Source: an optimization exercise on an open RTL-to-GDS flow (aim: small area, a short achievable clock period and few clock cycles). Production flows keep margins and buffers that such runs may drop.
No run shown here included a check of the RTL's function; only the layout flow was run.
Power and IR drop assume default switching activity.

## flow/design.v (module list and top-level ports; edited modules follow where they fit)
// module milestone1: 764 lines
// module m1_fa: 4 lines
// module m1_ha: 4 lines
module milestone1 (
		input logic CLOCK_50_I,
		input logic resetn,
		output logic SRAM_we_n,
		output logic [17:0] SRAM_address,
		output logic [15:0] SRAM_write_data,
		input logic [15:0] SRAM_read_data,
		input logic M1_enable,
		output logic M1_finish
);
  // ...
==> flow/flow/run.sh <==
#!/bin/bash
# Standard layout, with repair_timing asked for extra setup margin so that the
# optimiser works on paths well inside the design's clock period.
# Each step's full output goes to a log file of its own in this folder.
set -euo pipefail
MARGIN=${MARGIN:-10}
bash standard.sh synth > synth.log 2>&1
bash standard.sh SETUP_SLACK_MARGIN=$MARGIN finish > layout.log 2>&1
==> flow/standard.sh <==
#!/bin/bash
# synth_recipe.tcl (not shown) runs the flow's synth.tcl, then flattens the netlist and writes it again
# the make line also repeats each setting of config.mk as NAME=value (left out here)
make -C /OpenROAD-flow-scripts/flow DESIGN_CONFIG=/design/flow/config.mk WORK_HOME=/design/flow/orfs CLKGATE_MAP_FILE= SYNTH_SCRIPT=/design/flow/synth_recipe.tcl "${@:-finish}"
==> flow/config.mk <==
export PLATFORM = sky130hd
export DESIGN_NAME = milestone1
export DESIGN_NICKNAME = milestone1
export VERILOG_FILES = /design/flow/design.v
export SDC_FILE = /design/flow/constraint.sdc
export NUM_CORES = 4
export LEC_CHECK = 0
export CAP_MARGIN = 20
export CORE_MARGIN = 2
export CORE_UTILIZATION = 40
export PLACE_DENSITY = 0.6
export SLEW_MARGIN = 20
export SYNTH_HIERARCHICAL = 1
export SYNTH_MINIMUM_KEEP_SIZE = 0
==> flow/constraint.sdc <==
create_clock -name core_clock -period 14.0 [get_ports {CLOCK_50_I}]
set_input_delay 2.8000 -clock core_clock [delete_from_list [all_inputs] [get_ports {CLOCK_50_I}]]
set_output_delay 2.8000 -clock core_clock [all_outputs]
set_load 0.01 [all_outputs]
==> run notes, run 1 <==
outcome no timing/DRC/antenna violations; Core ar. ~0.056 sq mm; Slew @ Worst Pin 996 ps; fmax 245 MHz; Largest Pwr Group registers; Worst-Skew Late Latency 580 ps; starting density of the core a little over 40%; final setup TNS 0 ps; clock slew at reported path FFs 60 ps; via count between 10000 and 15000; gr ovfl total 0; Final WS setup just under 10000 ps; Max VDD drop 0.103 mV; share of post-route cells with drive strength above 1 around 18%; Top class by area multi-input combinational cells; CP Launch Type register; Hold Vio Cnt, Final 0; Setup Viol. Count Final 0; Slew headroom approximately a third; Critical Path Most Common Cell fa_1; Synth Cell Area between 0.02 and 0.025 sq mm; most common cell after layout, fill and taps aside ha_1; DRT iter0 DRCs 792; Critical Path Slowest Stage Cell fa_1; drt total wl approximately 56 mm; Die H between 200 and 250 um; P_seq ~1 mW; antenna cell count 0; Gate power share less than 1%; arrival time of the worst setup path between 4000 and 5000 ps; Power Combinational around 0.010 mW; r2r worst-path depth 14; area leader, netlist fa_1; Core Util, Final between 40% and 50%; Worst Skew roughly 28 ps; Post-synth EDFFs ~140
==> module milestone1, before the edit <==
module milestone1 (
		input logic CLOCK_50_I,
		input logic resetn,
		output logic SRAM_we_n,
		output logic [17:0] SRAM_address,
		output logic [15:0] SRAM_write_data,
		input logic [15:0] SRAM_read_data,
		input logic M1_enable,
		output logic M1_finish
);
localparam logic [17:0] U_OFFSET = 18'd38400,
	  V_OFFSET = 18'd57600,
	  RGB_OFFSET = 18'd146944;
logic        run;
logic        p0, p1, p2, p3, p4;    
logic        wr_ok;                 
logic [7:0]  m;                     
logic [15:0] yaddr;                 
logic [17:0] waddr;
logic        par;                   
logic [14:0] uvw;                   
assign par = yaddr[0];
assign uvw = yaddr[15:1] + 15'd2;
logic [7:0]  qu [0:5];
logic [7:0]  qv [0:5];
logic [7:0]  ulb;
logic [15:0] vb;
logic [7:0]  ylo, ysel_r;
logic [8:0]  s1r, s2r, s3r;         
logic [8:0]  v1r;                   
logic [22:0] ytr;                   
logic [8:0]  pur, pvr;              
logic [7:0]  b0;
logic [10:0] trr, tgr, tbr;         
logic [7:0] w0, w1, w2, w3, w4, w5;
assign w0 = p2 ? qv[0] : qu[0];
assign w1 = p2 ? qv[1] : qu[1];
assign w2 = p2 ? qv[2] : qu[2];
assign w3 = p2 ? qv[3] : qu[3];
assign w4 = p2 ? qv[4] : qu[4];
assign w5 = p2 ? qv[5] : qu[5];
logic m0, m1, m157, m158, m159;
assign m0 = (m == 8'd0);
assign m1 = (m == 8'd1);
assign m157 = (m == 8'd157);
assign m158 = (m == 8'd158);
assign m159 = (m == 8'd159);
logic [7:0] fa, fb, fc, fd, fe, ff;
always_comb begin
	fc = w2;
	fa = m0 ? w2 : m1 ? w1 : w0;
	fb = m0 ? w2 : w1;
	fd = m159 ? w2 : w3;
	fe = m159 ? w2 : m158 ? w3 : w4;
	ff = m159 ? w2 : m158 ? w3 : m157 ? w4 : w5;
end
wire fsum_w1 = ~s1r[7];
wire fsum_w2 = s1r[7];
wire fsum_w3, fsum_w4;
m1_ha fsum_w3_ha (.a(s1r[8]), .b(s1r[6]), .s(fsum_w3), .co(fsum_w4));
wire fsum_w5, fsum_w6;
m1_ha fsum_w5_ha (.a(s1r[5]), .b(s1r[3]), .s(fsum_w5), .co(fsum_w6));
wire fsum_w7 = ~(s1r[6] ^ s1r[4]);
wire fsum_w8 = s1r[6] | s1r[4];
wire fsum_w9, fsum_w10;
m1_fa fsum_w9_fa (.a(s1r[2]), .b(~s2r[4]), .c(s2r[2]), .s(fsum_w9), .co(fsum_w10));
wire fsum_w11, fsum_w12;
m1_fa fsum_w11_fa (.a(s1r[5]), .b(s1r[3]), .c(~s2r[5]), .s(fsum_w11), .co(fsum_w12));
wire fsum_w13, fsum_w14;
m1_fa fsum_w13_fa (.a(s2r[3]), .b(~s2r[1]), .c(~s3r[7]), .s(fsum_w13), .co(fsum_w14));
wire fsum_w15, fsum_w16;
m1_ha fsum_w15_ha (.a(s3r[2]), .b(s3r[0]), .s(fsum_w15), .co(fsum_w16));
wire fsum_w17, fsum_w18;
m1_fa fsum_w17_fa (.a(s1r[4]), .b(~s2r[6]), .c(s2r[4]), .s(fsum_w17), .co(fsum_w18));
wire fsum_w19, fsum_w20;
m1_fa fsum_w19_fa (.a(~s2r[2]), .b(~s3r[8]), .c(s3r[3]), .s(fsum_w19), .co(fsum_w20));
wire fsum_w21, fsum_w22;
m1_fa fsum_w21_fa (.a(s3r[1]), .b(fsum_w2), .c(fsum_w3), .s(fsum_w21), .co(fsum_w22));
wire fsum_w23 = ~(s1r[7] ^ s1r[5]);
wire fsum_w24 = s1r[7] | s1r[5];
wire fsum_w25, fsum_w26;
m1_fa fsum_w25_fa (.a(~s2r[7]), .b(s2r[5]), .c(~s2r[3]), .s(fsum_w25), .co(fsum_w26));
wire fsum_w27, fsum_w28;
m1_fa fsum_w27_fa (.a(s3r[4]), .b(s3r[2]), .c(fsum_w4), .s(fsum_w27), .co(fsum_w28));
wire fsum_w29 = ~(s1r[8] ^ s1r[6]);
wire fsum_w30 = s1r[8] | s1r[6];
wire fsum_w31, fsum_w32;
m1_fa fsum_w31_fa (.a(~s2r[8]), .b(s2r[6]), .c(~s2r[4]), .s(fsum_w31), .co(fsum_w32));
wire fsum_w33, fsum_w34;
m1_ha fsum_w33_ha (.a(s3r[5]), .b(s3r[3]), .s(fsum_w33), .co(fsum_w34));
wire fsum_w35, fsum_w36;
m1_fa fsum_w35_fa (.a(s1r[7]), .b(s2r[7]), .c(~s2r[5]), .s(fsum_w35), .co(fsum_w36));
wire fsum_w37 = ~s1r[8];
wire fsum_w38 = s1r[8];
wire fsum_w39 = ~s1r[2];
wire fsum_w40 = s1r[2];
wire fsum_w41, fsum_w42;
m1_ha fsum_w41_ha (.a(s1r[3]), .b(s1r[1]), .s(fsum_w41), .co(fsum_w42));
wire fsum_w43, fsum_w44;
m1_fa fsum_w43_fa (.a(s1r[4]), .b(s1r[2]), .c(s1r[0]), .s(fsum_w43), .co(fsum_w44));
wire fsum_w45, fsum_w46;
m1_ha fsum_w45_ha (.a(~s2r[2]), .b(s2r[0]), .s(fsum_w45), .co(fsum_w46));
wire fsum_w47, fsum_w48;
m1_fa fsum_w47_fa (.a(s1r[1]), .b(~s2r[3]), .c(s2r[1]), .s(fsum_w47), .co(fsum_w48));
wire fsum_w49, fsum_w50;
m1_fa fsum_w49_fa (.a(~s3r[5]), .b(s3r[0]), .c(fsum_w5), .s(fsum_w49), .co(fsum_w50));
wire fsum_w51, fsum_w52;
m1_fa fsum_w51_fa (.a(~s2r[0]), .b(~s3r[6]), .c(s3r[1]), .s(fsum_w51), .co(fsum_w52));
wire fsum_w53, fsum_w54;
m1_fa fsum_w53_fa (.a(fsum_w6), .b(fsum_w7), .c(fsum_w9), .s(fsum_w53), .co(fsum_w54));
wire fsum_w55, fsum_w56;
m1_fa fsum_w55_fa (.a(fsum_w1), .b(fsum_w15), .c(fsum_w8), .s(fsum_w55), .co(fsum_w56));
wire fsum_w57, fsum_w58;
m1_fa fsum_w57_fa (.a(fsum_w10), .b(fsum_w11), .c(fsum_w13), .s(fsum_w57), .co(fsum_w58));
wire fsum_w59, fsum_w60;
m1_fa fsum_w59_fa (.a(fsum_w16), .b(fsum_w12), .c(fsum_w14), .s(fsum_w59), .co(fsum_w60));
wire fsum_w61, fsum_w62;
m1_fa fsum_w61_fa (.a(fsum_w17), .b(fsum_w19), .c(fsum_w21), .s(fsum_w61), .co(fsum_w62));
wire fsum_w63, fsum_w64;
m1_fa fsum_w63_fa (.a(fsum_w18), .b(fsum_w20), .c(fsum_w23), .s(fsum_w63), .co(fsum_w64));
wire fsum_w65, fsum_w66;
m1_fa fsum_w65_fa (.a(fsum_w25), .b(fsum_w27), .c(fsum_w22), .s(fsum_w65), .co(fsum_w66));
wire fsum_w67, fsum_w68;
m1_fa fsum_w67_fa (.a(fsum_w33), .b(fsum_w24), .c(fsum_w26), .s(fsum_w67), .co(fsum_w68));
wire fsum_w69, fsum_w70;
m1_fa fsum_w69_fa (.a(fsum_w29), .b(fsum_w31), .c(fsum_w28), .s(fsum_w69), .co(fsum_w70));
wire fsum_w71, fsum_w72;
m1_fa fsum_w71_fa (.a(s3r[6]), .b(s3r[4]), .c(fsum_w34), .s(fsum_w71), .co(fsum_w72));
wire fsum_w73, fsum_w74;
m1_fa fsum_w73_fa (.a(fsum_w30), .b(fsum_w32), .c(fsum_w35), .s(fsum_w73), .co(fsum_w74));
wire fsum_w75, fsum_w76;
m1_fa fsum_w75_fa (.a(s2r[8]), .b(~s2r[6]), .c(s3r[7]), .s(fsum_w75), .co(fsum_w76));
wire fsum_w77, fsum_w78;
m1_fa fsum_w77_fa (.a(s3r[5]), .b(fsum_w37), .c(fsum_w36), .s(fsum_w77), .co(fsum_w78));
wire fsum_w79 = ~(~s2r[7] ^ s3r[8]);
wire fsum_w80 = ~s2r[7] | s3r[8];
wire fsum_w81, fsum_w82;
m1_ha fsum_w81_ha (.a(s3r[6]), .b(fsum_w38), .s(fsum_w81), .co(fsum_w82));
wire fsum_w83 = ~~s2r[8];
wire fsum_w84 = ~s2r[8];
wire fsum_w85, fsum_w86;
m1_ha fsum_w85_ha (.a(s1r[0]), .b(~s2r[0]), .s(fsum_w85), .co(fsum_w86));
wire fsum_w87, fsum_w88;
m1_fa fsum_w87_fa (.a(~s2r[1]), .b(~s3r[3]), .c(fsum_w40), .s(fsum_w87), .co(fsum_w88));
wire fsum_w89, fsum_w90;
m1_fa fsum_w89_fa (.a(~s3r[4]), .b(fsum_w42), .c(fsum_w45), .s(fsum_w89), .co(fsum_w90));
wire fsum_w91, fsum_w92;
m1_fa fsum_w91_fa (.a(fsum_w46), .b(fsum_w44), .c(fsum_w47), .s(fsum_w91), .co(fsum_w92));
wire fsum_w93, fsum_w94;
m1_fa fsum_w93_fa (.a(fsum_w48), .b(fsum_w51), .c(fsum_w50), .s(fsum_w93), .co(fsum_w94));
wire fsum_w95, fsum_w96;
m1_fa fsum_w95_fa (.a(fsum_w52), .b(fsum_w55), .c(fsum_w54), .s(fsum_w95), .co(fsum_w96));
wire fsum_w97, fsum_w98;
m1_fa fsum_w97_fa (.a(fsum_w56), .b(fsum_w59), .c(fsum_w58), .s(fsum_w97), .co(fsum_w98));
wire fsum_w99, fsum_w100;
m1_fa fsum_w99_fa (.a(fsum_w60), .b(fsum_w63), .c(fsum_w65), .s(fsum_w99), .co(fsum_w100));
wire fsum_w101, fsum_w102;
m1_fa fsum_w101_fa (.a(fsum_w67), .b(fsum_w64), .c(fsum_w69), .s(fsum_w101), .co(fsum_w102));
wire fsum_w103, fsum_w104;
m1_fa fsum_w103_fa (.a(fsum_w71), .b(fsum_w68), .c(fsum_w73), .s(fsum_w103), .co(fsum_w104));
wire fsum_w105, fsum_w106;
m1_fa fsum_w105_fa (.a(fsum_w75), .b(fsum_w72), .c(fsum_w77), .s(fsum_w105), .co(fsum_w106));
wire fsum_w107, fsum_w108;
m1_fa fsum_w107_fa (.a(fsum_w76), .b(fsum_w79), .c(fsum_w81), .s(fsum_w107), .co(fsum_w108));
wire fsum_w109, fsum_w110;
m1_fa fsum_w109_fa (.a(s3r[7]), .b(fsum_w83), .c(fsum_w80), .s(fsum_w109), .co(fsum_w110));
wire fsum_w111 = ~s3r[8];
wire fsum_w112 = s3r[8];
wire fsum_w113 = ~s1r[0];
wire fsum_w114 = s1r[0];
wire fsum_w115, fsum_w116;
m1_ha fsum_w115_ha (.a(s1r[1]), .b(~s3r[1]), .s(fsum_w115), .co(fsum_w116));
wire fsum_w117, fsum_w118;
m1_fa fsum_w117_fa (.a(~s3r[2]), .b(fsum_w39), .c(fsum_w85), .s(fsum_w117), .co(fsum_w118));
wire fsum_w119, fsum_w120;
m1_fa fsum_w119_fa (.a(fsum_w86), .b(fsum_w41), .c(fsum_w87), .s(fsum_w119), .co(fsum_w120));
wire fsum_w121, fsum_w122;
m1_fa fsum_w121_fa (.a(fsum_w43), .b(fsum_w88), .c(fsum_w89), .s(fsum_w121), .co(fsum_w122));
wire fsum_w123, fsum_w124;
m1_fa fsum_w123_fa (.a(fsum_w90), .b(fsum_w49), .c(fsum_w91), .s(fsum_w123), .co(fsum_w124));
wire fsum_w125, fsum_w126;
m1_fa fsum_w125_fa (.a(fsum_w92), .b(fsum_w53), .c(fsum_w93), .s(fsum_w125), .co(fsum_w126));
wire fsum_w127, fsum_w128;
m1_fa fsum_w127_fa (.a(fsum_w57), .b(fsum_w94), .c(fsum_w95), .s(fsum_w127), .co(fsum_w128));
wire fsum_w129, fsum_w130;
m1_fa fsum_w129_fa (.a(fsum_w61), .b(fsum_w96), .c(fsum_w97), .s(fsum_w129), .co(fsum_w130));
wire fsum_w131, fsum_w132;
m1_fa fsum_w131_fa (.a(fsum_w62), .b(fsum_w98), .c(fsum_w99), .s(fsum_w131), .co(fsum_w132));
wire fsum_w133, fsum_w134;
m1_fa fsum_w133_fa (.a(fsum_w66), .b(fsum_w101), .c(fsum_w100), .s(fsum_w133), .co(fsum_w134));
wire fsum_w135, fsum_w136;
m1_fa fsum_w135_fa (.a(fsum_w70), .b(fsum_w103), .c(fsum_w102), .s(fsum_w135), .co(fsum_w136));
wire fsum_w137, fsum_w138;
m1_fa fsum_w137_fa (.a(fsum_w74), .b(fsum_w105), .c(fsum_w104), .s(fsum_w137), .co(fsum_w138));
wire fsum_w139, fsum_w140;
m1_fa fsum_w139_fa (.a(fsum_w78), .b(fsum_w107), .c(fsum_w106), .s(fsum_w139), .co(fsum_w140));
wire fsum_w141, fsum_w142;
m1_fa fsum_w141_fa (.a(fsum_w82), .b(fsum_w109), .c(fsum_w108), .s(fsum_w141), .co(fsum_w142));
wire fsum_w143, fsum_w144;
m1_fa fsum_w143_fa (.a(fsum_w84), .b(fsum_w111), .c(fsum_w110), .s(fsum_w143), .co(fsum_w144));
wire fsum_w145 = ~fsum_w112;
wire fsum_w146 = fsum_w112;
wire [16:0] fsum_w147 = {fsum_w145, fsum_w143, fsum_w141, fsum_w139, fsum_w137, fsum_w135, fsum_w133, fsum_w131, fsum_w129, fsum_w127, fsum_w125, fsum_w123, fsum_w121, fsum_w119, fsum_w117, fsum_w115, ~s3r[0]};
wire [16:0] fsum_w148 = {fsum_w144, fsum_w142, fsum_w140, fsum_w138, fsum_w136, fsum_w134, fsum_w132, fsum_w130, fsum_w128, fsum_w126, fsum_w124, fsum_w122, fsum_w120, fsum_w118, fsum_w116, fsum_w114, fsum_w113};
wire [16:0] fsum = fsum_w147 + fsum_w148;
logic [8:0] fout;
assign fout = fsum[16:8];
wire yt_w1 = ~ysel_r[7];
wire yt_w2 = ysel_r[7];
wire yt_w3 = ~ysel_r[6];
wire yt_w4 = ysel_r[6];
wire yt_w5 = ~ysel_r[7];
wire yt_w6 = ysel_r[7];
wire yt_w7 = ~ysel_r[4];
wire yt_w8 = ysel_r[4];
wire yt_w9 = ~(ysel_r[5] ^ ysel_r[3]);
wire yt_w10 = ysel_r[5] | ysel_r[3];
wire yt_w11 = ~(ysel_r[6] ^ ysel_r[4]);
wire yt_w12 = ysel_r[6] | ysel_r[4];
wire yt_w13, yt_w14;
m1_fa yt_w13_fa (.a(ysel_r[5]), .b(ysel_r[3]), .c(ysel_r[0]), .s(yt_w13), .co(yt_w14));
wire yt_w15, yt_w16;
m1_fa yt_w15_fa (.a(ysel_r[4]), .b(ysel_r[1]), .c(yt_w2), .s(yt_w15), .co(yt_w16));
wire yt_w17, yt_w18;
m1_fa yt_w17_fa (.a(ysel_r[5]), .b(ysel_r[2]), .c(yt_w4), .s(yt_w17), .co(yt_w18));
wire yt_w19 = ~(ysel_r[6] ^ ysel_r[3]);
wire yt_w20 = ysel_r[6] | ysel_r[3];
wire yt_w21 = ~ysel_r[7];
wire yt_w22 = ysel_r[7];
wire yt_w23 = ~ysel_r[2];
wire yt_w24 = ysel_r[2];
wire yt_w25 = ~(ysel_r[3] ^ ysel_r[1]);
wire yt_w26 = ysel_r[3] | ysel_r[1];
wire yt_w27, yt_w28;
m1_fa yt_w27_fa (.a(ysel_r[2]), .b(ysel_r[0]), .c(yt_w7), .s(yt_w27), .co(yt_w28));
wire yt_w29, yt_w30;
m1_fa yt_w29_fa (.a(ysel_r[1]), .b(yt_w8), .c(yt_w9), .s(yt_w29), .co(yt_w30));
wire yt_w31, yt_w32;
m1_fa yt_w31_fa (.a(ysel_r[2]), .b(yt_w10), .c(yt_w11), .s(yt_w31), .co(yt_w32));
wire yt_w33, yt_w34;
m1_fa yt_w33_fa (.a(yt_w1), .b(yt_w12), .c(yt_w13), .s(yt_w33), .co(yt_w34));
wire yt_w35, yt_w36;
m1_fa yt_w35_fa (.a(yt_w3), .b(yt_w14), .c(yt_w15), .s(yt_w35), .co(yt_w36));
wire yt_w37, yt_w38;
m1_fa yt_w37_fa (.a(yt_w5), .b(yt_w16), .c(yt_w17), .s(yt_w37), .co(yt_w38));
wire yt_w39, yt_w40;
m1_fa yt_w39_fa (.a(yt_w6), .b(yt_w19), .c(yt_w18), .s(yt_w39), .co(yt_w40));
wire yt_w41, yt_w42;
m1_fa yt_w41_fa (.a(ysel_r[4]), .b(yt_w21), .c(yt_w20), .s(yt_w41), .co(yt_w42));
wire yt_w43 = ~(ysel_r[5] ^ yt_w22);
wire yt_w44 = ysel_r[5] | yt_w22;
wire yt_w45 = ~ysel_r[6];
wire yt_w46 = ysel_r[6];
wire yt_w47 = ~ysel_r[7];
wire yt_w48 = ysel_r[7];
wire [24:0] yt_w49 = {1'b1, yt_w47, yt_w45, yt_w43, yt_w41, yt_w39, yt_w37, yt_w35, yt_w33, yt_w31, yt_w29, yt_w27, yt_w25, ysel_r[0], 1'b1, ~ysel_r[7], ~ysel_r[6], ~ysel_r[5], ~ysel_r[4], ~ysel_r[3], ~ysel_r[2], ~ysel_r[1], 1'b1, 1'b0, 1'b0};
wire [24:0] yt_w50 = {yt_w48, yt_w46, yt_w44, yt_w42, yt_w40, yt_w38, yt_w36, yt_w34, yt_w32, yt_w30, yt_w28, yt_w26, yt_w24, yt_w23, ysel_r[1], ysel_r[0], 1'b0, 1'b0, 1'b0, 1'b0, 1'b0, 1'b0, ~ysel_r[0], 1'b0, 1'b0};
wire [24:0] yt = yt_w49 + yt_w50;
wire tr_w1 = ~ytr[4];
wire tr_w2 = ytr[4];
wire tr_w3, tr_w4;
m1_fa tr_w3_fa (.a(ytr[5]), .b(~pvr[7]), .c(pvr[5]), .s(tr_w3), .co(tr_w4));
wire tr_w5 = ~(ytr[6] ^ ~pvr[8]);
wire tr_w6 = ytr[6] | ~pvr[8];
wire tr_w7, tr_w8;
m1_ha tr_w7_ha (.a(pvr[6]), .b(pvr[4]), .s(tr_w7), .co(tr_w8));
wire tr_w9 = ~(ytr[7] ^ pvr[7]);
wire tr_w10 = ytr[7] | pvr[7];
wire tr_w11, tr_w12;
m1_ha tr_w11_ha (.a(pvr[5]), .b(pvr[2]), .s(tr_w11), .co(tr_w12));
wire tr_w13, tr_w14;
m1_fa tr_w13_fa (.a(ytr[8]), .b(pvr[8]), .c(pvr[6]), .s(tr_w13), .co(tr_w14));
wire tr_w15, tr_w16;
m1_ha tr_w15_ha (.a(ytr[9]), .b(pvr[7]), .s(tr_w15), .co(tr_w16));
wire tr_w17 = ~(ytr[10] ^ pvr[8]);
wire tr_w18 = ytr[10] | pvr[8];
wire tr_w19, tr_w20;
m1_ha tr_w19_ha (.a(ytr[11]), .b(pvr[6]), .s(tr_w19), .co(tr_w20));
wire tr_w21 = ~(ytr[12] ^ pvr[7]);
wire tr_w22 = ytr[12] | pvr[7];
wire tr_w23, tr_w24;
m1_fa tr_w23_fa (.a(ytr[13]), .b(pvr[8]), .c(~pvr[4]), .s(tr_w23), .co(tr_w24));
wire tr_w25 = ~(ytr[14] ^ ~pvr[5]);
wire tr_w26 = ytr[14] | ~pvr[5];
wire tr_w27, tr_w28;
m1_fa tr_w27_fa (.a(ytr[15]), .b(~pvr[6]), .c(pvr[4]), .s(tr_w27), .co(tr_w28));
wire tr_w29 = ~(ytr[16] ^ ~pvr[7]);
wire tr_w30 = ytr[16] | ~pvr[7];
wire tr_w31, tr_w32;
m1_ha tr_w31_ha (.a(pvr[5]), .b(~pvr[3]), .s(tr_w31), .co(tr_w32));
wire tr_w33, tr_w34;
m1_fa tr_w33_fa (.a(ytr[17]), .b(~pvr[8]), .c(pvr[6]), .s(tr_w33), .co(tr_w34));
wire tr_w35, tr_w36;
m1_ha tr_w35_ha (.a(~pvr[4]), .b(pvr[2]), .s(tr_w35), .co(tr_w36));
wire tr_w37, tr_w38;
m1_fa tr_w37_fa (.a(ytr[18]), .b(pvr[7]), .c(~pvr[5]), .s(tr_w37), .co(tr_w38));
wire tr_w39, tr_w40;
m1_ha tr_w39_ha (.a(ytr[19]), .b(pvr[8]), .s(tr_w39), .co(tr_w40));
wire tr_w41 = ~ytr[20];
wire tr_w42 = ytr[20];
wire tr_w43, tr_w44;
m1_ha tr_w43_ha (.a(ytr[2]), .b(~pvr[4]), .s(tr_w43), .co(tr_w44));
wire tr_w45, tr_w46;
m1_fa tr_w45_fa (.a(ytr[3]), .b(~pvr[5]), .c(pvr[3]), .s(tr_w45), .co(tr_w46));
wire tr_w47, tr_w48;
m1_fa tr_w47_fa (.a(~pvr[6]), .b(pvr[4]), .c(pvr[2]), .s(tr_w47), .co(tr_w48));
wire tr_w49, tr_w50;
m1_fa tr_w49_fa (.a(pvr[3]), .b(pvr[0]), .c(tr_w2), .s(tr_w49), .co(tr_w50));
wire tr_w51, tr_w52;
m1_fa tr_w51_fa (.a(pvr[1]), .b(tr_w7), .c(tr_w4), .s(tr_w51), .co(tr_w52));
wire tr_w53, tr_w54;
m1_fa tr_w53_fa (.a(tr_w8), .b(tr_w11), .c(tr_w6), .s(tr_w53), .co(tr_w54));
wire tr_w55, tr_w56;
m1_fa tr_w55_fa (.a(pvr[3]), .b(tr_w12), .c(tr_w10), .s(tr_w55), .co(tr_w56));
wire tr_w57, tr_w58;
m1_fa tr_w57_fa (.a(pvr[4]), .b(~pvr[0]), .c(tr_w15), .s(tr_w57), .co(tr_w58));
wire tr_w59, tr_w60;
m1_fa tr_w59_fa (.a(pvr[5]), .b(~pvr[1]), .c(tr_w16), .s(tr_w59), .co(tr_w60));
wire tr_w61, tr_w62;
m1_fa tr_w61_fa (.a(~pvr[2]), .b(pvr[0]), .c(tr_w19), .s(tr_w61), .co(tr_w62));
wire tr_w63, tr_w64;
m1_fa tr_w63_fa (.a(~pvr[3]), .b(pvr[1]), .c(tr_w20), .s(tr_w63), .co(tr_w64));
wire tr_w65, tr_w66;
m1_fa tr_w65_fa (.a(pvr[2]), .b(~pvr[0]), .c(tr_w22), .s(tr_w65), .co(tr_w66));
wire tr_w67, tr_w68;
m1_fa tr_w67_fa (.a(pvr[3]), .b(~pvr[1]), .c(tr_w24), .s(tr_w67), .co(tr_w68));
wire tr_w69, tr_w70;
m1_fa tr_w69_fa (.a(~pvr[2]), .b(pvr[0]), .c(tr_w26), .s(tr_w69), .co(tr_w70));
wire tr_w71, tr_w72;
m1_fa tr_w71_fa (.a(pvr[1]), .b(tr_w31), .c(tr_w28), .s(tr_w71), .co(tr_w72));
wire tr_w73, tr_w74;
m1_fa tr_w73_fa (.a(tr_w32), .b(tr_w35), .c(tr_w30), .s(tr_w73), .co(tr_w74));
wire tr_w75, tr_w76;
m1_fa tr_w75_fa (.a(pvr[3]), .b(tr_w36), .c(tr_w34), .s(tr_w75), .co(tr_w76));
wire tr_w77, tr_w78;
m1_fa tr_w77_fa (.a(~pvr[6]), .b(pvr[4]), .c(tr_w39), .s(tr_w77), .co(tr_w78));
wire tr_w79, tr_w80;
m1_fa tr_w79_fa (.a(~pvr[7]), .b(pvr[5]), .c(tr_w40), .s(tr_w79), .co(tr_w80));
wire tr_w81, tr_w82;
m1_fa tr_w81_fa (.a(ytr[21]), .b(~pvr[8]), .c(pvr[6]), .s(tr_w81), .co(tr_w82));
wire tr_w83 = ~ytr[22];
wire tr_w84 = ytr[22];
wire tr_w85, tr_w86;
m1_ha tr_w85_ha (.a(ytr[0]), .b(~pvr[2]), .s(tr_w85), .co(tr_w86));
wire tr_w87, tr_w88;
m1_fa tr_w87_fa (.a(ytr[1]), .b(~pvr[3]), .c(pvr[1]), .s(tr_w87), .co(tr_w88));
wire tr_w89, tr_w90;
m1_fa tr_w89_fa (.a(pvr[2]), .b(pvr[0]), .c(tr_w43), .s(tr_w89), .co(tr_w90));
wire tr_w91, tr_w92;
m1_fa tr_w91_fa (.a(pvr[1]), .b(tr_w44), .c(tr_w45), .s(tr_w91), .co(tr_w92));
wire tr_w93, tr_w94;
m1_fa tr_w93_fa (.a(tr_w1), .b(tr_w46), .c(tr_w47), .s(tr_w93), .co(tr_w94));
wire tr_w95, tr_w96;
m1_fa tr_w95_fa (.a(tr_w48), .b(tr_w3), .c(tr_w49), .s(tr_w95), .co(tr_w96));
wire tr_w97, tr_w98;
m1_fa tr_w97_fa (.a(tr_w5), .b(tr_w50), .c(tr_w51), .s(tr_w97), .co(tr_w98));
wire tr_w99, tr_w100;
m1_fa tr_w99_fa (.a(tr_w9), .b(tr_w52), .c(tr_w53), .s(tr_w99), .co(tr_w100));
wire tr_w101, tr_w102;
m1_fa tr_w101_fa (.a(tr_w13), .b(tr_w54), .c(tr_w55), .s(tr_w101), .co(tr_w102));
wire tr_w103, tr_w104;
m1_fa tr_w103_fa (.a(tr_w14), .b(tr_w57), .c(tr_w56), .s(tr_w103), .co(tr_w104));
wire tr_w105, tr_w106;
m1_fa tr_w105_fa (.a(tr_w17), .b(tr_w59), .c(tr_w58), .s(tr_w105), .co(tr_w106));
wire tr_w107, tr_w108;
m1_fa tr_w107_fa (.a(tr_w18), .b(tr_w60), .c(tr_w61), .s(tr_w107), .co(tr_w108));
wire tr_w109, tr_w110;
m1_fa tr_w109_fa (.a(tr_w21), .b(tr_w63), .c(tr_w62), .s(tr_w109), .co(tr_w110));
wire tr_w111, tr_w112;
m1_fa tr_w111_fa (.a(tr_w23), .b(tr_w64), .c(tr_w65), .s(tr_w111), .co(tr_w112));
wire tr_w113, tr_w114;
m1_fa tr_w113_fa (.a(tr_w25), .b(tr_w66), .c(tr_w67), .s(tr_w113), .co(tr_w114));
wire tr_w115, tr_w116;
m1_fa tr_w115_fa (.a(tr_w27), .b(tr_w68), .c(tr_w69), .s(tr_w115), .co(tr_w116));
wire tr_w117, tr_w118;
m1_fa tr_w117_fa (.a(tr_w29), .b(tr_w70), .c(tr_w71), .s(tr_w117), .co(tr_w118));
wire tr_w119, tr_w120;
m1_fa tr_w119_fa (.a(tr_w33), .b(tr_w72), .c(tr_w73), .s(tr_w119), .co(tr_w120));
wire tr_w121, tr_w122;
m1_fa tr_w121_fa (.a(tr_w37), .b(tr_w74), .c(tr_w75), .s(tr_w121), .co(tr_w122));
wire tr_w123, tr_w124;
m1_fa tr_w123_fa (.a(tr_w38), .b(tr_w77), .c(tr_w76), .s(tr_w123), .co(tr_w124));
wire tr_w125, tr_w126;
m1_fa tr_w125_fa (.a(tr_w41), .b(tr_w79), .c(tr_w78), .s(tr_w125), .co(tr_w126));
wire tr_w127, tr_w128;
m1_fa tr_w127_fa (.a(tr_w42), .b(tr_w81), .c(tr_w80), .s(tr_w127), .co(tr_w128));
wire tr_w129, tr_w130;
m1_fa tr_w129_fa (.a(pvr[7]), .b(tr_w83), .c(tr_w82), .s(tr_w129), .co(tr_w130));
wire tr_w131, tr_w132;
m1_ha tr_w131_ha (.a(pvr[8]), .b(tr_w84), .s(tr_w131), .co(tr_w132));
wire [26:0] tr_w133 = {1'b1, tr_w131, tr_w129, tr_w127, tr_w125, tr_w123, tr_w121, tr_w119, tr_w117, tr_w115, tr_w113, tr_w111, tr_w109, tr_w107, tr_w105, tr_w103, tr_w101, tr_w99, tr_w97, tr_w95, tr_w93, tr_w91, tr_w89, tr_w87, pvr[0], ~pvr[1], 1'b1};
wire [26:0] tr_w134 = {tr_w132, tr_w130, tr_w128, tr_w126, tr_w124, tr_w122, tr_w120, tr_w118, tr_w116, tr_w114, tr_w112, tr_w110, tr_w108, tr_w106, tr_w104, tr_w102, tr_w100, tr_w98, tr_w96, tr_w94, tr_w92, tr_w90, tr_w88, tr_w86, tr_w85, 1'b0, ~pvr[0]};
wire [26:0] tr = tr_w133 + tr_w134;
wire tg_w1 = ~ytr[11];
wire tg_w2 = ytr[11];
wire tg_w3 = ~ytr[13];
wire tg_w4 = ytr[13];
wire tg_w5, tg_w6;
m1_fa tg_w5_fa (.a(ytr[14]), .b(~pur[6]), .c(pur[3]), .s(tg_w5), .co(tg_w6));
wire tg_w7 = ~(ytr[15] ^ ~pur[7]);
wire tg_w8 = ytr[15] | ~pur[7];
wire tg_w9, tg_w10;
m1_ha tg_w9_ha (.a(pur[4]), .b(~pur[2]), .s(tg_w9), .co(tg_w10));
wire tg_w11, tg_w12;
m1_fa tg_w11_fa (.a(ytr[16]), .b(~pur[8]), .c(pur[5]), .s(tg_w11), .co(tg_w12));
wire tg_w13, tg_w14;
m1_ha tg_w13_ha (.a(~pur[3]), .b(~pvr[6]), .s(tg_w13), .co(tg_w14));
wire tg_w15 = ~(ytr[17] ^ pur[6]);
wire tg_w16 = ytr[17] | pur[6];
wire tg_w17, tg_w18;
m1_ha tg_w17_ha (.a(~pur[4]), .b(~pvr[7]), .s(tg_w17), .co(tg_w18));
wire tg_w19 = ~(ytr[18] ^ pur[7]);
wire tg_w20 = ytr[18] | pur[7];
wire tg_w21, tg_w22;
m1_ha tg_w21_ha (.a(~pur[5]), .b(~pvr[8]), .s(tg_w21), .co(tg_w22));
wire tg_w23 = ~(ytr[19] ^ pur[8]);
wire tg_w24 = ytr[19] | pur[8];
wire tg_w25, tg_w26;
m1_ha tg_w25_ha (.a(ytr[3]), .b(pur[2]), .s(tg_w25), .co(tg_w26));
wire tg_w27, tg_w28;
m1_fa tg_w27_fa (.a(ytr[4]), .b(pur[3]), .c(~pur[1]), .s(tg_w27), .co(tg_w28));
wire tg_w29 = ~(ytr[5] ^ pur[4]);
wire tg_w30 = ytr[5] | pur[4];
wire tg_w31, tg_w32;
m1_ha tg_w31_ha (.a(~pur[2]), .b(~pvr[7]), .s(tg_w31), .co(tg_w32));
wire tg_w33 = ~(ytr[6] ^ pur[5]);
wire tg_w34 = ytr[6] | pur[5];
wire tg_w35, tg_w36;
m1_fa tg_w35_fa (.a(~pur[3]), .b(~pvr[8]), .c(~pvr[3]), .s(tg_w35), .co(tg_w36));
wire tg_w37 = ~(ytr[7] ^ pur[6]);
wire tg_w38 = ytr[7] | pur[6];
wire tg_w39, tg_w40;
m1_ha tg_w39_ha (.a(~pur[4]), .b(~pvr[4]), .s(tg_w39), .co(tg_w40));
wire tg_w41, tg_w42;
m1_fa tg_w41_fa (.a(ytr[8]), .b(pur[7]), .c(~pur[5]), .s(tg_w41), .co(tg_w42));
wire tg_w43, tg_w44;
m1_ha tg_w43_ha (.a(~pur[0]), .b(~pvr[5]), .s(tg_w43), .co(tg_w44));
wire tg_w45 = ~(ytr[9] ^ pur[8]);
wire tg_w46 = ytr[9] | pur[8];
wire tg_w47, tg_w48;
m1_fa tg_w47_fa (.a(~pur[6]), .b(~pur[1]), .c(~pvr[6]), .s(tg_w47), .co(tg_w48));
wire tg_w49, tg_w50;
m1_fa tg_w49_fa (.a(ytr[10]), .b(~pur[7]), .c(~pur[2]), .s(tg_w49), .co(tg_w50));
wire tg_w51, tg_w52;
m1_ha tg_w51_ha (.a(~pvr[7]), .b(~pvr[0]), .s(tg_w51), .co(tg_w52));
wire tg_w53, tg_w54;
m1_fa tg_w53_fa (.a(~pur[8]), .b(~pur[3]), .c(pur[0]), .s(tg_w53), .co(tg_w54));
wire tg_w55, tg_w56;
m1_fa tg_w55_fa (.a(~pvr[8]), .b(~pvr[1]), .c(tg_w1), .s(tg_w55), .co(tg_w56));
wire tg_w57, tg_w58;
m1_fa tg_w57_fa (.a(ytr[12]), .b(~pur[4]), .c(pur[1]), .s(tg_w57), .co(tg_w58));
wire tg_w59, tg_w60;
m1_fa tg_w59_fa (.a(~pvr[2]), .b(pvr[0]), .c(tg_w2), .s(tg_w59), .co(tg_w60));
wire tg_w61, tg_w62;
m1_fa tg_w61_fa (.a(~pur[5]), .b(pur[2]), .c(~pur[0]), .s(tg_w61), .co(tg_w62));
wire tg_w63, tg_w64;
m1_fa tg_w63_fa (.a(~pvr[3]), .b(pvr[1]), .c(tg_w3), .s(tg_w63), .co(tg_w64));
wire tg_w65, tg_w66;
m1_fa tg_w65_fa (.a(~pur[1]), .b(~pvr[4]), .c(pvr[2]), .s(tg_w65), .co(tg_w66));
wire tg_w67, tg_w68;
m1_fa tg_w67_fa (.a(~pvr[0]), .b(tg_w4), .c(tg_w5), .s(tg_w67), .co(tg_w68));
wire tg_w69, tg_w70;
m1_fa tg_w69_fa (.a(~pvr[5]), .b(pvr[3]), .c(~pvr[1]), .s(tg_w69), .co(tg_w70));
wire tg_w71, tg_w72;
m1_fa tg_w71_fa (.a(tg_w9), .b(tg_w6), .c(tg_w7), .s(tg_w71), .co(tg_w72));
wire tg_w73, tg_w74;
m1_fa tg_w73_fa (.a(pvr[4]), .b(~pvr[2]), .c(tg_w10), .s(tg_w73), .co(tg_w74));
wire tg_w75, tg_w76;
m1_fa tg_w75_fa (.a(tg_w13), .b(tg_w8), .c(tg_w11), .s(tg_w75), .co(tg_w76));
wire tg_w77, tg_w78;
m1_fa tg_w77_fa (.a(pvr[5]), .b(~pvr[3]), .c(tg_w14), .s(tg_w77), .co(tg_w78));
wire tg_w79, tg_w80;
m1_fa tg_w79_fa (.a(tg_w17), .b(tg_w12), .c(tg_w15), .s(tg_w79), .co(tg_w80));
wire tg_w81, tg_w82;
m1_fa tg_w81_fa (.a(pvr[6]), .b(~pvr[4]), .c(tg_w18), .s(tg_w81), .co(tg_w82));
wire tg_w83, tg_w84;
m1_fa tg_w83_fa (.a(tg_w21), .b(tg_w16), .c(tg_w19), .s(tg_w83), .co(tg_w84));
wire tg_w85, tg_w86;
m1_fa tg_w85_fa (.a(~pur[6]), .b(pvr[7]), .c(~pvr[5]), .s(tg_w85), .co(tg_w86));
wire tg_w87, tg_w88;
m1_fa tg_w87_fa (.a(tg_w22), .b(tg_w20), .c(tg_w23), .s(tg_w87), .co(tg_w88));
wire tg_w89 = ~(ytr[20] ^ ~pur[7]);
wire tg_w90 = ytr[20] | ~pur[7];
wire tg_w91, tg_w92;
m1_fa tg_w91_fa (.a(pvr[8]), .b(~pvr[6]), .c(tg_w24), .s(tg_w91), .co(tg_w92));
wire tg_w93 = ~(ytr[21] ^ ~pur[8]);
wire tg_w94 = ytr[21] | ~pur[8];
wire tg_w95, tg_w96;
m1_ha tg_w95_ha (.a(~pur[0]), .b(~pvr[5]), .s(tg_w95), .co(tg_w96));
wire tg_w97, tg_w98;
m1_fa tg_w97_fa (.a(~pvr[6]), .b(~pvr[1]), .c(tg_w26), .s(tg_w97), .co(tg_w98));
wire tg_w99, tg_w100;
m1_fa tg_w99_fa (.a(~pvr[2]), .b(tg_w31), .c(tg_w28), .s(tg_w99), .co(tg_w100));
wire tg_w101, tg_w102;
m1_fa tg_w101_fa (.a(tg_w32), .b(tg_w30), .c(tg_w33), .s(tg_w101), .co(tg_w102));
wire tg_w103, tg_w104;
m1_fa tg_w103_fa (.a(tg_w39), .b(tg_w34), .c(tg_w36), .s(tg_w103), .co(tg_w104));
wire tg_w105, tg_w106;
m1_fa tg_w105_fa (.a(tg_w40), .b(tg_w43), .c(tg_w38), .s(tg_w105), .co(tg_w106));
wire tg_w107, tg_w108;
m1_fa tg_w107_fa (.a(tg_w44), .b(tg_w42), .c(tg_w45), .s(tg_w107), .co(tg_w108));
wire tg_w109, tg_w110;
m1_fa tg_w109_fa (.a(tg_w51), .b(tg_w46), .c(tg_w48), .s(tg_w109), .co(tg_w110));
wire tg_w111, tg_w112;
m1_fa tg_w111_fa (.a(tg_w52), .b(tg_w50), .c(tg_w53), .s(tg_w111), .co(tg_w112));
wire tg_w113, tg_w114;
m1_fa tg_w113_fa (.a(tg_w54), .b(tg_w57), .c(tg_w59), .s(tg_w113), .co(tg_w114));
wire tg_w115, tg_w116;
m1_fa tg_w115_fa (.a(tg_w58), .b(tg_w61), .c(tg_w60), .s(tg_w115), .co(tg_w116));
wire tg_w117, tg_w118;
m1_fa tg_w117_fa (.a(tg_w62), .b(tg_w65), .c(tg_w64), .s(tg_w117), .co(tg_w118));
wire tg_w119, tg_w120;
m1_fa tg_w119_fa (.a(tg_w66), .b(tg_w69), .c(tg_w68), .s(tg_w119), .co(tg_w120));
wire tg_w121, tg_w122;
m1_fa tg_w121_fa (.a(tg_w70), .b(tg_w73), .c(tg_w72), .s(tg_w121), .co(tg_w122));
wire tg_w123, tg_w124;
m1_fa tg_w123_fa (.a(tg_w74), .b(tg_w77), .c(tg_w76), .s(tg_w123), .co(tg_w124));
wire tg_w125, tg_w126;
m1_fa tg_w125_fa (.a(tg_w78), .b(tg_w81), .c(tg_w80), .s(tg_w125), .co(tg_w126));
wire tg_w127, tg_w128;
m1_fa tg_w127_fa (.a(tg_w85), .b(tg_w82), .c(tg_w84), .s(tg_w127), .co(tg_w128));
wire tg_w129, tg_w130;
m1_fa tg_w129_fa (.a(tg_w86), .b(tg_w89), .c(tg_w91), .s(tg_w129), .co(tg_w130));
wire tg_w131, tg_w132;
m1_fa tg_w131_fa (.a(~pvr[7]), .b(tg_w90), .c(tg_w93), .s(tg_w131), .co(tg_w132));
wire tg_w133 = ~(ytr[22] ^ ~pvr[8]);
wire tg_w134 = ytr[22] | ~pvr[8];
wire tg_w135, tg_w136;
m1_ha tg_w135_ha (.a(ytr[1]), .b(pur[0]), .s(tg_w135), .co(tg_w136));
wire tg_w137, tg_w138;
m1_fa tg_w137_fa (.a(ytr[2]), .b(pur[1]), .c(~pvr[4]), .s(tg_w137), .co(tg_w138));
wire tg_w139, tg_w140;
m1_fa tg_w139_fa (.a(~pvr[0]), .b(tg_w25), .c(tg_w95), .s(tg_w139), .co(tg_w140));
wire tg_w141, tg_w142;
m1_fa tg_w141_fa (.a(tg_w96), .b(tg_w27), .c(tg_w97), .s(tg_w141), .co(tg_w142));
wire tg_w143, tg_w144;
m1_fa tg_w143_fa (.a(tg_w29), .b(tg_w98), .c(tg_w99), .s(tg_w143), .co(tg_w144));
wire tg_w145, tg_w146;
m1_fa tg_w145_fa (.a(tg_w35), .b(tg_w100), .c(tg_w101), .s(tg_w145), .co(tg_w146));
wire tg_w147, tg_w148;
m1_fa tg_w147_fa (.a(tg_w37), .b(tg_w103), .c(tg_w102), .s(tg_w147), .co(tg_w148));
wire tg_w149, tg_w150;
m1_fa tg_w149_fa (.a(tg_w41), .b(tg_w104), .c(tg_w105), .s(tg_w149), .co(tg_w150));
wire tg_w151, tg_w152;
m1_fa tg_w151_fa (.a(tg_w47), .b(tg_w106), .c(tg_w107), .s(tg_w151), .co(tg_w152));
wire tg_w153, tg_w154;
m1_fa tg_w153_fa (.a(tg_w49), .b(tg_w109), .c(tg_w108), .s(tg_w153), .co(tg_w154));
wire tg_w155, tg_w156;
m1_fa tg_w155_fa (.a(tg_w55), .b(tg_w110), .c(tg_w111), .s(tg_w155), .co(tg_w156));
wire tg_w157, tg_w158;
m1_fa tg_w157_fa (.a(tg_w56), .b(tg_w112), .c(tg_w113), .s(tg_w157), .co(tg_w158));
wire tg_w159, tg_w160;
m1_fa tg_w159_fa (.a(tg_w63), .b(tg_w115), .c(tg_w114), .s(tg_w159), .co(tg_w160));
wire tg_w161, tg_w162;
m1_fa tg_w161_fa (.a(tg_w67), .b(tg_w116), .c(tg_w117), .s(tg_w161), .co(tg_w162));
wire tg_w163, tg_w164;
m1_fa tg_w163_fa (.a(tg_w71), .b(tg_w118), .c(tg_w119), .s(tg_w163), .co(tg_w164));
wire tg_w165, tg_w166;
m1_fa tg_w165_fa (.a(tg_w75), .b(tg_w120), .c(tg_w121), .s(tg_w165), .co(tg_w166));
wire tg_w167, tg_w168;
m1_fa tg_w167_fa (.a(tg_w79), .b(tg_w122), .c(tg_w123), .s(tg_w167), .co(tg_w168));
wire tg_w169, tg_w170;
m1_fa tg_w169_fa (.a(tg_w83), .b(tg_w124), .c(tg_w125), .s(tg_w169), .co(tg_w170));
wire tg_w171, tg_w172;
m1_fa tg_w171_fa (.a(tg_w87), .b(tg_w126), .c(tg_w127), .s(tg_w171), .co(tg_w172));
wire tg_w173, tg_w174;
m1_fa tg_w173_fa (.a(tg_w88), .b(tg_w128), .c(tg_w129), .s(tg_w173), .co(tg_w174));
wire tg_w175, tg_w176;
m1_fa tg_w175_fa (.a(tg_w92), .b(tg_w131), .c(tg_w130), .s(tg_w175), .co(tg_w176));
wire tg_w177, tg_w178;
m1_fa tg_w177_fa (.a(tg_w94), .b(tg_w133), .c(tg_w132), .s(tg_w177), .co(tg_w178));
wire [26:0] tg_w179 = {1'b1, tg_w134, tg_w177, tg_w175, tg_w173, tg_w171, tg_w169, tg_w167, tg_w165, tg_w163, tg_w161, tg_w159, tg_w157, tg_w155, tg_w153, tg_w151, tg_w149, tg_w147, tg_w145, tg_w143, tg_w141, tg_w139, tg_w137, ~pvr[3], ytr[0], ~pvr[1], 1'b1};
wire [26:0] tg_w180 = {1'b0, tg_w178, tg_w176, tg_w174, tg_w172, tg_w170, tg_w168, tg_w166, tg_w164, tg_w162, tg_w160, tg_w158, tg_w156, tg_w154, tg_w152, tg_w150, tg_w148, tg_w146, tg_w144, tg_w142, tg_w140, tg_w138, tg_w136, tg_w135, ~pvr[2], 1'b0, ~pvr[0]};
wire [26:0] tg = tg_w179 + tg_w180;
wire tb_w1 = ~ytr[4];
wire tb_w2 = ytr[4];
wire tb_w3, tb_w4;
m1_fa tb_w3_fa (.a(ytr[5]), .b(~pur[7]), .c(~pur[5]), .s(tb_w3), .co(tb_w4));
wire tb_w5 = ~(ytr[6] ^ ~pur[8]);
wire tb_w6 = ytr[6] | ~pur[8];
wire tb_w7, tb_w8;
m1_ha tb_w7_ha (.a(~pur[6]), .b(pur[3]), .s(tb_w7), .co(tb_w8));
wire tb_w9 = ~(ytr[7] ^ ~pur[7]);
wire tb_w10 = ytr[7] | ~pur[7];
wire tb_w11, tb_w12;
m1_ha tb_w11_ha (.a(pur[4]), .b(pur[2]), .s(tb_w11), .co(tb_w12));
wire tb_w13, tb_w14;
m1_fa tb_w13_fa (.a(ytr[8]), .b(~pur[8]), .c(pur[5]), .s(tb_w13), .co(tb_w14));
wire tb_w15, tb_w16;
m1_ha tb_w15_ha (.a(pur[3]), .b(pur[0]), .s(tb_w15), .co(tb_w16));
wire tb_w17 = ~(ytr[9] ^ pur[6]);
wire tb_w18 = ytr[9] | pur[6];
wire tb_w19, tb_w20;
m1_ha tb_w19_ha (.a(pur[4]), .b(pur[1]), .s(tb_w19), .co(tb_w20));
wire tb_w21 = ~(ytr[10] ^ pur[7]);
wire tb_w22 = ytr[10] | pur[7];
wire tb_w23, tb_w24;
m1_ha tb_w23_ha (.a(pur[5]), .b(pur[2]), .s(tb_w23), .co(tb_w24));
wire tb_w25 = ~(ytr[11] ^ pur[8]);
wire tb_w26 = ytr[11] | pur[8];
wire tb_w27, tb_w28;
m1_ha tb_w27_ha (.a(pur[6]), .b(pur[3]), .s(tb_w27), .co(tb_w28));
wire tb_w29, tb_w30;
m1_ha tb_w29_ha (.a(ytr[12]), .b(pur[7]), .s(tb_w29), .co(tb_w30));
wire tb_w31 = ~ytr[13];
wire tb_w32 = ytr[13];
wire tb_w33 = ~ytr[0];
wire tb_w34 = ytr[0];
wire tb_w35, tb_w36;
m1_ha tb_w35_ha (.a(ytr[1]), .b(~pur[3]), .s(tb_w35), .co(tb_w36));
wire tb_w37, tb_w38;
m1_ha tb_w37_ha (.a(ytr[2]), .b(~pur[4]), .s(tb_w37), .co(tb_w38));
wire tb_w39, tb_w40;
m1_fa tb_w39_fa (.a(ytr[3]), .b(~pur[5]), .c(~pur[3]), .s(tb_w39), .co(tb_w40));
wire tb_w41, tb_w42;
m1_fa tb_w41_fa (.a(~pur[6]), .b(~pur[4]), .c(pur[1]), .s(tb_w41), .co(tb_w42));
wire tb_w43, tb_w44;
m1_fa tb_w43_fa (.a(pur[2]), .b(pur[0]), .c(tb_w2), .s(tb_w43), .co(tb_w44));
wire tb_w45, tb_w46;
m1_fa tb_w45_fa (.a(pur[1]), .b(tb_w7), .c(tb_w4), .s(tb_w45), .co(tb_w46));
wire tb_w47, tb_w48;
m1_fa tb_w47_fa (.a(tb_w8), .b(tb_w11), .c(tb_w6), .s(tb_w47), .co(tb_w48));
wire tb_w49, tb_w50;
m1_fa tb_w49_fa (.a(tb_w12), .b(tb_w15), .c(tb_w10), .s(tb_w49), .co(tb_w50));
wire tb_w51, tb_w52;
m1_fa tb_w51_fa (.a(tb_w16), .b(tb_w19), .c(tb_w14), .s(tb_w51), .co(tb_w52));
wire tb_w53, tb_w54;
m1_fa tb_w53_fa (.a(tb_w20), .b(tb_w23), .c(tb_w18), .s(tb_w53), .co(tb_w54));
wire tb_w55, tb_w56;
m1_fa tb_w55_fa (.a(tb_w24), .b(tb_w27), .c(tb_w22), .s(tb_w55), .co(tb_w56));
wire tb_w57, tb_w58;
m1_fa tb_w57_fa (.a(pur[4]), .b(tb_w28), .c(tb_w29), .s(tb_w57), .co(tb_w58));
wire tb_w59, tb_w60;
m1_fa tb_w59_fa (.a(pur[8]), .b(pur[5]), .c(tb_w30), .s(tb_w59), .co(tb_w60));
wire tb_w61, tb_w62;
m1_ha tb_w61_ha (.a(ytr[14]), .b(pur[6]), .s(tb_w61), .co(tb_w62));
wire tb_w63, tb_w64;
m1_ha tb_w63_ha (.a(ytr[15]), .b(pur[7]), .s(tb_w63), .co(tb_w64));
wire tb_w65, tb_w66;
m1_ha tb_w65_ha (.a(ytr[16]), .b(pur[8]), .s(tb_w65), .co(tb_w66));
wire tb_w67 = ~ytr[17];
wire tb_w68 = ytr[17];
wire tb_w69, tb_w70;
m1_ha tb_w69_ha (.a(~pur[2]), .b(~pur[0]), .s(tb_w69), .co(tb_w70));
wire tb_w71, tb_w72;
m1_fa tb_w71_fa (.a(~pur[1]), .b(tb_w34), .c(tb_w35), .s(tb_w71), .co(tb_w72));
wire tb_w73, tb_w74;
m1_fa tb_w73_fa (.a(~pur[2]), .b(tb_w36), .c(tb_w37), .s(tb_w73), .co(tb_w74));
wire tb_w75, tb_w76;
m1_fa tb_w75_fa (.a(pur[0]), .b(tb_w38), .c(tb_w39), .s(tb_w75), .co(tb_w76));
wire tb_w77, tb_w78;
m1_fa tb_w77_fa (.a(tb_w1), .b(tb_w40), .c(tb_w41), .s(tb_w77), .co(tb_w78));
wire tb_w79, tb_w80;
m1_fa tb_w79_fa (.a(tb_w42), .b(tb_w3), .c(tb_w43), .s(tb_w79), .co(tb_w80));
wire tb_w81, tb_w82;
m1_fa tb_w81_fa (.a(tb_w5), .b(tb_w44), .c(tb_w45), .s(tb_w81), .co(tb_w82));
wire tb_w83, tb_w84;
m1_fa tb_w83_fa (.a(tb_w9), .b(tb_w46), .c(tb_w47), .s(tb_w83), .co(tb_w84));
wire tb_w85, tb_w86;
m1_fa tb_w85_fa (.a(tb_w13), .b(tb_w48), .c(tb_w49), .s(tb_w85), .co(tb_w86));
wire tb_w87, tb_w88;
m1_fa tb_w87_fa (.a(tb_w17), .b(tb_w50), .c(tb_w51), .s(tb_w87), .co(tb_w88));
wire tb_w89, tb_w90;
m1_fa tb_w89_fa (.a(tb_w21), .b(tb_w52), .c(tb_w53), .s(tb_w89), .co(tb_w90));
wire tb_w91, tb_w92;
m1_fa tb_w91_fa (.a(tb_w25), .b(tb_w54), .c(tb_w55), .s(tb_w91), .co(tb_w92));
wire tb_w93, tb_w94;
m1_fa tb_w93_fa (.a(tb_w26), .b(tb_w57), .c(tb_w56), .s(tb_w93), .co(tb_w94));
wire tb_w95, tb_w96;
m1_fa tb_w95_fa (.a(tb_w31), .b(tb_w59), .c(tb_w58), .s(tb_w95), .co(tb_w96));
wire tb_w97, tb_w98;
m1_fa tb_w97_fa (.a(tb_w32), .b(tb_w61), .c(tb_w60), .s(tb_w97), .co(tb_w98));
wire tb_w99, tb_w100;
m1_fa tb_w99_fa (.a(pur[0]), .b(tb_w62), .c(tb_w63), .s(tb_w99), .co(tb_w100));
wire tb_w101, tb_w102;
m1_fa tb_w101_fa (.a(pur[1]), .b(tb_w64), .c(tb_w65), .s(tb_w101), .co(tb_w102));
wire tb_w103, tb_w104;
m1_fa tb_w103_fa (.a(pur[2]), .b(tb_w66), .c(tb_w67), .s(tb_w103), .co(tb_w104));
wire tb_w105, tb_w106;
m1_fa tb_w105_fa (.a(ytr[18]), .b(pur[3]), .c(tb_w68), .s(tb_w105), .co(tb_w106));
wire tb_w107 = ~(ytr[19] ^ pur[4]);
wire tb_w108 = ytr[19] | pur[4];
wire tb_w109 = ~(ytr[20] ^ pur[5]);
wire tb_w110 = ytr[20] | pur[5];
wire tb_w111 = ~(ytr[21] ^ pur[6]);
wire tb_w112 = ytr[21] | pur[6];
wire tb_w113 = ~(ytr[22] ^ pur[7]);
wire tb_w114 = ytr[22] | pur[7];
wire [26:0] tb_w115 = {1'b1, pur[8], tb_w113, tb_w111, tb_w109, tb_w107, tb_w105, tb_w103, tb_w101, tb_w99, tb_w97, tb_w95, tb_w93, tb_w91, tb_w89, tb_w87, tb_w85, tb_w83, tb_w81, tb_w79, tb_w77, tb_w75, tb_w73, tb_w71, tb_w33, ~pur[1], 1'b1};
wire [26:0] tb_w116 = {1'b0, tb_w114, tb_w112, tb_w110, tb_w108, tb_w106, tb_w104, tb_w102, tb_w100, tb_w98, tb_w96, tb_w94, tb_w92, tb_w90, tb_w88, tb_w86, tb_w84, tb_w82, tb_w80, tb_w78, tb_w76, tb_w74, tb_w72, tb_w70, tb_w69, 1'b0, ~pur[0]};
wire [26:0] tb = tb_w115 + tb_w116;
function automatic logic [7:0] clip(input logic [10:0] t);
	clip = t[10] ? 8'd0 : (|t[9:8]) ? 8'd255 : t[7:0];
endfunction
logic [7:0] cr, cg, cb;
assign cr = clip(trr);
assign cg = clip(tgr);
assign cb = clip(tbr);
always_ff @(posedge CLOCK_50_I) begin
	if (p1) begin
		qu[0] <= qu[1]; qu[1] <= qu[2]; qu[2] <= qu[3]; qu[3] <= qu[4]; qu[4] <= qu[5];
		qv[0] <= qv[1]; qv[1] <= qv[2]; qv[2] <= qv[3]; qv[3] <= qv[4]; qv[4] <= qv[5];
		if (!par) begin
			qu[5] <= SRAM_read_data[15:8];
			ulb <= SRAM_read_data[7:0];
			qv[5] <= vb[15:8];
		end else begin
			qu[5] <= ulb;
			qv[5] <= vb[7:0];
			vb <= SRAM_read_data;
		end
	end
	if (p2) ylo <= SRAM_read_data[7:0];
	ysel_r <= p2 ? SRAM_read_data[15:8] : ylo;
	s1r <= {1'b0, fa} + {1'b0, ff};
	s2r <= {1'b0, fb} + {1'b0, fe};
	s3r <= {1'b0, fc} + {1'b0, fd};
	if (p3) v1r <= fout;
	ytr <= yt[24:2];
	pur <= p3 ? {qu[2][7], ~qu[2][7], qu[2][6:0]} : fout;
	pvr <= p3 ? {qv[2][7], ~qv[2][7], qv[2][6:0]} : v1r;
	trr <= tr[26:16];
	tgr <= tg[26:16];
	tbr <= tb[26:16];
	b0 <= cb;
	SRAM_write_data <= p0 ? {cr, cg} : p1 ? {b0, cr} : {cg, cb};
end
always_ff @(posedge CLOCK_50_I or negedge resetn) begin
	if (!resetn) begin
		run <= 1'b0;
		M1_finish <= 1'b0;
		SRAM_we_n <= 1'b1;
		p0 <= 1'b1; p1 <= 1'b0; p2 <= 1'b0; p3 <= 1'b0; p4 <= 1'b0;
		wr_ok <= 1'b0;
		m <= 8'd154;
		yaddr <= 16'hFFFC;
		waddr <= RGB_OFFSET;
	end else if (run) begin
		{p0, p1, p2, p3, p4} <= {p4, p0, p1, p2, p3};
		if (p1) m <= m159 ? 8'd0 : m + 8'd1;
		if (p4) begin
			if (yaddr == 16'd1) wr_ok <= 1'b1;
			yaddr <= yaddr + 16'd1;
		end
		SRAM_we_n <= 1'b1;
		if ((p0 | p1 | p2) && wr_ok) begin
			SRAM_we_n <= 1'b0;
			waddr <= waddr + 18'd1;
			if (p2 && waddr == 18'h3FFFF) begin
				M1_finish <= 1'b1;
				run <= 1'b0;
			end
		end
	end else begin
		SRAM_we_n <= 1'b1;
		if (M1_enable && !M1_finish) run <= 1'b1;
	end
end
always_ff @(posedge CLOCK_50_I) begin
	if (p4) SRAM_address <= {2'b00, yaddr};
	else if (p3) SRAM_address <= (par ? U_OFFSET : V_OFFSET) + {3'd0, uvw};
	else SRAM_address <= waddr;
end
endmodule
==> run 2, diff against run 1 <==
--- a/flow/design.v
+++ b/flow/design.v
@@ -35,3 +35,4 @@
 logic [7:0]  b0;
-logic [10:0] trr, tgr, tbr;         
+logic [10:0] tra, trb, tga, tgb, tba, tbb;    
+logic        trc, tgc, tbc;         
 logic [7:0] w0, w1, w2, w3, w4, w5;
@@ -394,3 +395,4 @@
 wire [26:0] tr_w134 = {tr_w132, tr_w130, tr_w128, tr_w126, tr_w124, tr_w122, tr_w120, tr_w118, tr_w116, tr_w114, tr_w112, tr_w110, tr_w108, tr_w106, tr_w104, tr_w102, tr_w100, tr_w98, tr_w96, tr_w94, tr_w92, tr_w90, tr_w88, tr_w86, tr_w85, 1'b0, ~pvr[0]};
-wire [26:0] tr = tr_w133 + tr_w134;
+wire [26:0] tr_a = tr_w133;
+wire [26:0] tr_b = tr_w134;
 wire tg_w1 = ~ytr[11];
@@ -575,3 +577,4 @@
 wire [26:0] tg_w180 = {1'b0, tg_w178, tg_w176, tg_w174, tg_w172, tg_w170, tg_w168, tg_w166, tg_w164, tg_w162, tg_w160, tg_w158, tg_w156, tg_w154, tg_w152, tg_w150, tg_w148, tg_w146, tg_w144, tg_w142, tg_w140, tg_w138, tg_w136, tg_w135, ~pvr[2], 1'b0, ~pvr[0]};
-wire [26:0] tg = tg_w179 + tg_w180;
+wire [26:0] tg_a = tg_w179;
+wire [26:0] tg_b = tg_w180;
 wire tb_w1 = ~ytr[4];
@@ -692,3 +695,12 @@
 wire [26:0] tb_w116 = {1'b0, tb_w114, tb_w112, tb_w110, tb_w108, tb_w106, tb_w104, tb_w102, tb_w100, tb_w98, tb_w96, tb_w94, tb_w92, tb_w90, tb_w88, tb_w86, tb_w84, tb_w82, tb_w80, tb_w78, tb_w76, tb_w74, tb_w72, tb_w70, tb_w69, 1'b0, ~pur[0]};
-wire [26:0] tb = tb_w115 + tb_w116;
+wire [26:0] tb_a = tb_w115;
+wire [26:0] tb_b = tb_w116;
+logic [16:0] trl, tgl, tbl;
+assign trl = {1'b0, tr_a[15:0]} + {1'b0, tr_b[15:0]};
+assign tgl = {1'b0, tg_a[15:0]} + {1'b0, tg_b[15:0]};
+assign tbl = {1'b0, tb_a[15:0]} + {1'b0, tb_b[15:0]};
+logic [10:0] trr, tgr, tbr;
+assign trr = tra + trb + {10'd0, trc};
+assign tgr = tga + tgb + {10'd0, tgc};
+assign tbr = tba + tbb + {10'd0, tbc};
 function automatic logic [7:0] clip(input logic [10:0] t);
@@ -723,5 +735,5 @@
 	pvr <= p3 ? {qv[2][7], ~qv[2][7], qv[2][6:0]} : v1r;
-	trr <= tr[26:16];
-	tgr <= tg[26:16];
-	tbr <= tb[26:16];
+	tra <= tr_a[26:16]; trb <= tr_b[26:16]; trc <= trl[16];
+	tga <= tg_a[26:16]; tgb <= tg_b[26:16]; tgc <= tgl[16];
+	tba <= tb_a[26:16]; tbb <= tb_b[26:16]; tbc <= tbl[16];
 	b0 <= cb;
==> run 2 against run 1 <==
Net effect: non-clock buffer count fell by 60; routed wire length decreased by 9.8%; final cell count is 3.8% lower; register-to-register slack got worse by 280 ps; clock skew decreased by 2.7 ps; power up 5.0%; utilization shrank 1.6 points; sequential share of layout area increased by 3.2 points; highest routed layer unchanged; first-iteration DRC count rose by 1.8%; clock power about the same.
==> run notes, run 2 <==
dominant synthesized flop cell dfxtp_1; CP Launch Type register; hold worst-path end qv[4][5]; dominant cell by count in the synthesized netlist fa_1; vias in the first global route between 10000 and 15000; CTS tree built; top cells by area, synth fa_1 19%, edfxtp_1 18%, dfxtp_1 16%; Final Net Count 2430; area leader, netlist fa_1; biggest regs qu (48), qv (48), ytr (23); WHS Path Cells 0; Synth Cell Area 0.0228 sq mm (about the same); Yosys reg bits 370; All-Layer GR Usage 17.6%; # hold bufs at CTS 0; max cap viols 0; r2r worst-path depth 19 (+5); Synth top area share roughly a fifth; reg2reg start s1r[2]; Core ar. 0.0563 sq mm (unchanged); Slew headroom 43.2% (+9.6 points); leading cell types in the layout, fill and taps excluded 216 x fa_1, 215 x ha_1, 195 x inv_1, 175 x dfxtp_1, 137 x edfxtp_1; Ports between 50 and 60; die area a little under 0.06 sq mm; drt via density 5.06; Worst-Skew Late Latency 590 ps (about the same); First-pass DRT Iterations 5; Commonest cells post-synth 217 x fa_1, 216 x ha_1, 196 x inv_1; Fin Hold WS 446 ps; Setup Viol. Count Final 0 (unchanged); root buffer cell clkbuf_16; Max VDD drop 0.102 mV (-1.1%); Hold Vio Cnt, Final 0 (unchanged); most common cell after layout, fill and taps aside fa_1; Die H 243 um (about the same); first-pass GRT wire length between 80 and 90 mm; clock slew at reported path FFs 60 ps (about the same); drt total wl 50.5 mm (-9.8%); Slew Viols, Final 0; Port Buffers 54; fmax 229 MHz (-6.4%); hold_sp qv[5][5]; via count 14005 (-5.7%); Synth cell types 67; share of post-route cells with drive strength above 1 11.3% (-6.9 points); synth-to-layout area growth 13.0%; CP max FO 2; Longest Clk Path Bufs 3; Slew @ Worst Pin 850 ps (-146 ps); CTS Buf Count roughly 40; Post-synth EDFFs 137 (unchanged); Crit. End Element register; WL per Instance 18.2 um; CP Class register to register; starting density of the core 40.5% (about the same); Critical Path RT around 14000 ps; arrival time of the worst setup path 4830 ps (+280 ps); pwr dens 83.8 mW/mm^2; antenna-violating nets left 0; synthesized area per cell around 12 sq um; HPWL Detailed slightly below 40 mm; gpl congestion 0.858; drt drc 0; fin crit share a little over 30%; final setup TNS 0 ps (unchanged); Worst Skew 25.3 ps (-2.66 ps); gr ovfl total 0 (unchanged); outcome no timing/DRC/antenna violations; unrepaired setup endpoints after global routing yes; DRT iter0 DRCs 806 (+1.8%); Reg2Reg Setup Slack 9640 ps
run 2: worst max-delay path by stage:
| stage | from | to | slack [ps] | cells after the start |
|---|---|---|---|---|
| global placement | s1r[4] | pur[8] | 9610 | 15 |
| CTS | s1r[2] | pur[0] | 9690 | 18 |
| detailed placement | s1r[4] | pur[8] | 9550 | 15 |
| global route | s2r[3] | pur[0] | 9540 | 19 |
| floorplan | s1r[2] | pur[8] | 9810 | 13 |
| finish | s1r[2] | pur[0] | 9640 | 19 |
run 2: cells by family after synthesis:
| group | synth area share, % |
|---|---|
| fa+ha+maj | 31.0 |
| flops | 39.8 |
| simple gates | 6.55 |
| compound gates | 8.47 |
| buf+inv | 4.00 |
| mux | 6.01 |
| xor+xnor | 4.19 |
run 2: layer usage:
metal  up-vias  GRT usage, %  part of all wire, %
met2       247          28.5                   46
met5         -             0                    0
met4         0          4.20                  1.9
li1       6699             -                    -
met3        70          2.63                  4.3
met1      6989          24.9                   47
run 2: layout make-up:
class,instances,area (sq um),share of cell area (%)
Sequential cell,370,9090,35.3
Inverter,196,736,2.86
Clock inverter,18,171,0.666
Antenna cell,1,2.50,0.00973
Multi-Input combinational cell,1285,12900,50.1
Clock buffer,58,1140,4.43
Timing Repair Buffer,84,762,2.96
Tap cell,756,946,3.68
run 2: what timing repair did:
| action | in CTS | in global routing |
|---|---|---|
| buffers inserted | 14 | 7 |
| gates resized for setup | 58 | 29 |
| setup endpoints to repair | 48 | 30 |
| pin swaps | 3 | 2 |
run 2: per-module statistics from Yosys, one instance, submodules excluded:
module / copies in the design / cells / area [sq um]
m1_ha: 43 / 1 / 12.5
m1_fa: 207 / 1 / 20.0
milestone1: 1 / 1645 / 18100
run 2: critical path, cell delays in order, from the launching register on:
cell and delay (ps):
dfxtp_4 350, fa_1 490, fa_2 360, fa_1 500, fa_1 430, ha_2 200
a2111o_1 380, a31oi_4 170, buf_4 130, buf_6 80, buf_4 90, buf_4 90
buf_4 90, buf_4 90, buf_4 90, buf_6 80, buf_6 80, a21oi_4 50
xor2_2 210, mux2_4 290
run 2: through the flow:
stage	instances	utilization, %	setup WS (ps)	area (sq um)
finish	2768	45.7	9640	25700
global route	2767	45.7	9540	25700
CTS	2760	45.5	9690	25600
detailed placement	2670	42.9	9550	24200
global placement	2670	42.9	9610	24200
floorplan	1895	-	9810	22800
run 2: power by group:
group / internal, mW / switching (mW)
Clock: 0.579 / 0.455
Sequential: 1.11 / 0.0000000000000000529
Combinational: 0.00532 / 0.00508
Total: 1.70 / 0.460

Check on run 2: ideal ports give 9.639 ns setup slack; a clkbuf_16 on the clock port and buf_2 on the inputs give 9.639 ns; moving port delays by the midpoint clock arrival (0.626 ns) as well gives 9.639 ns.
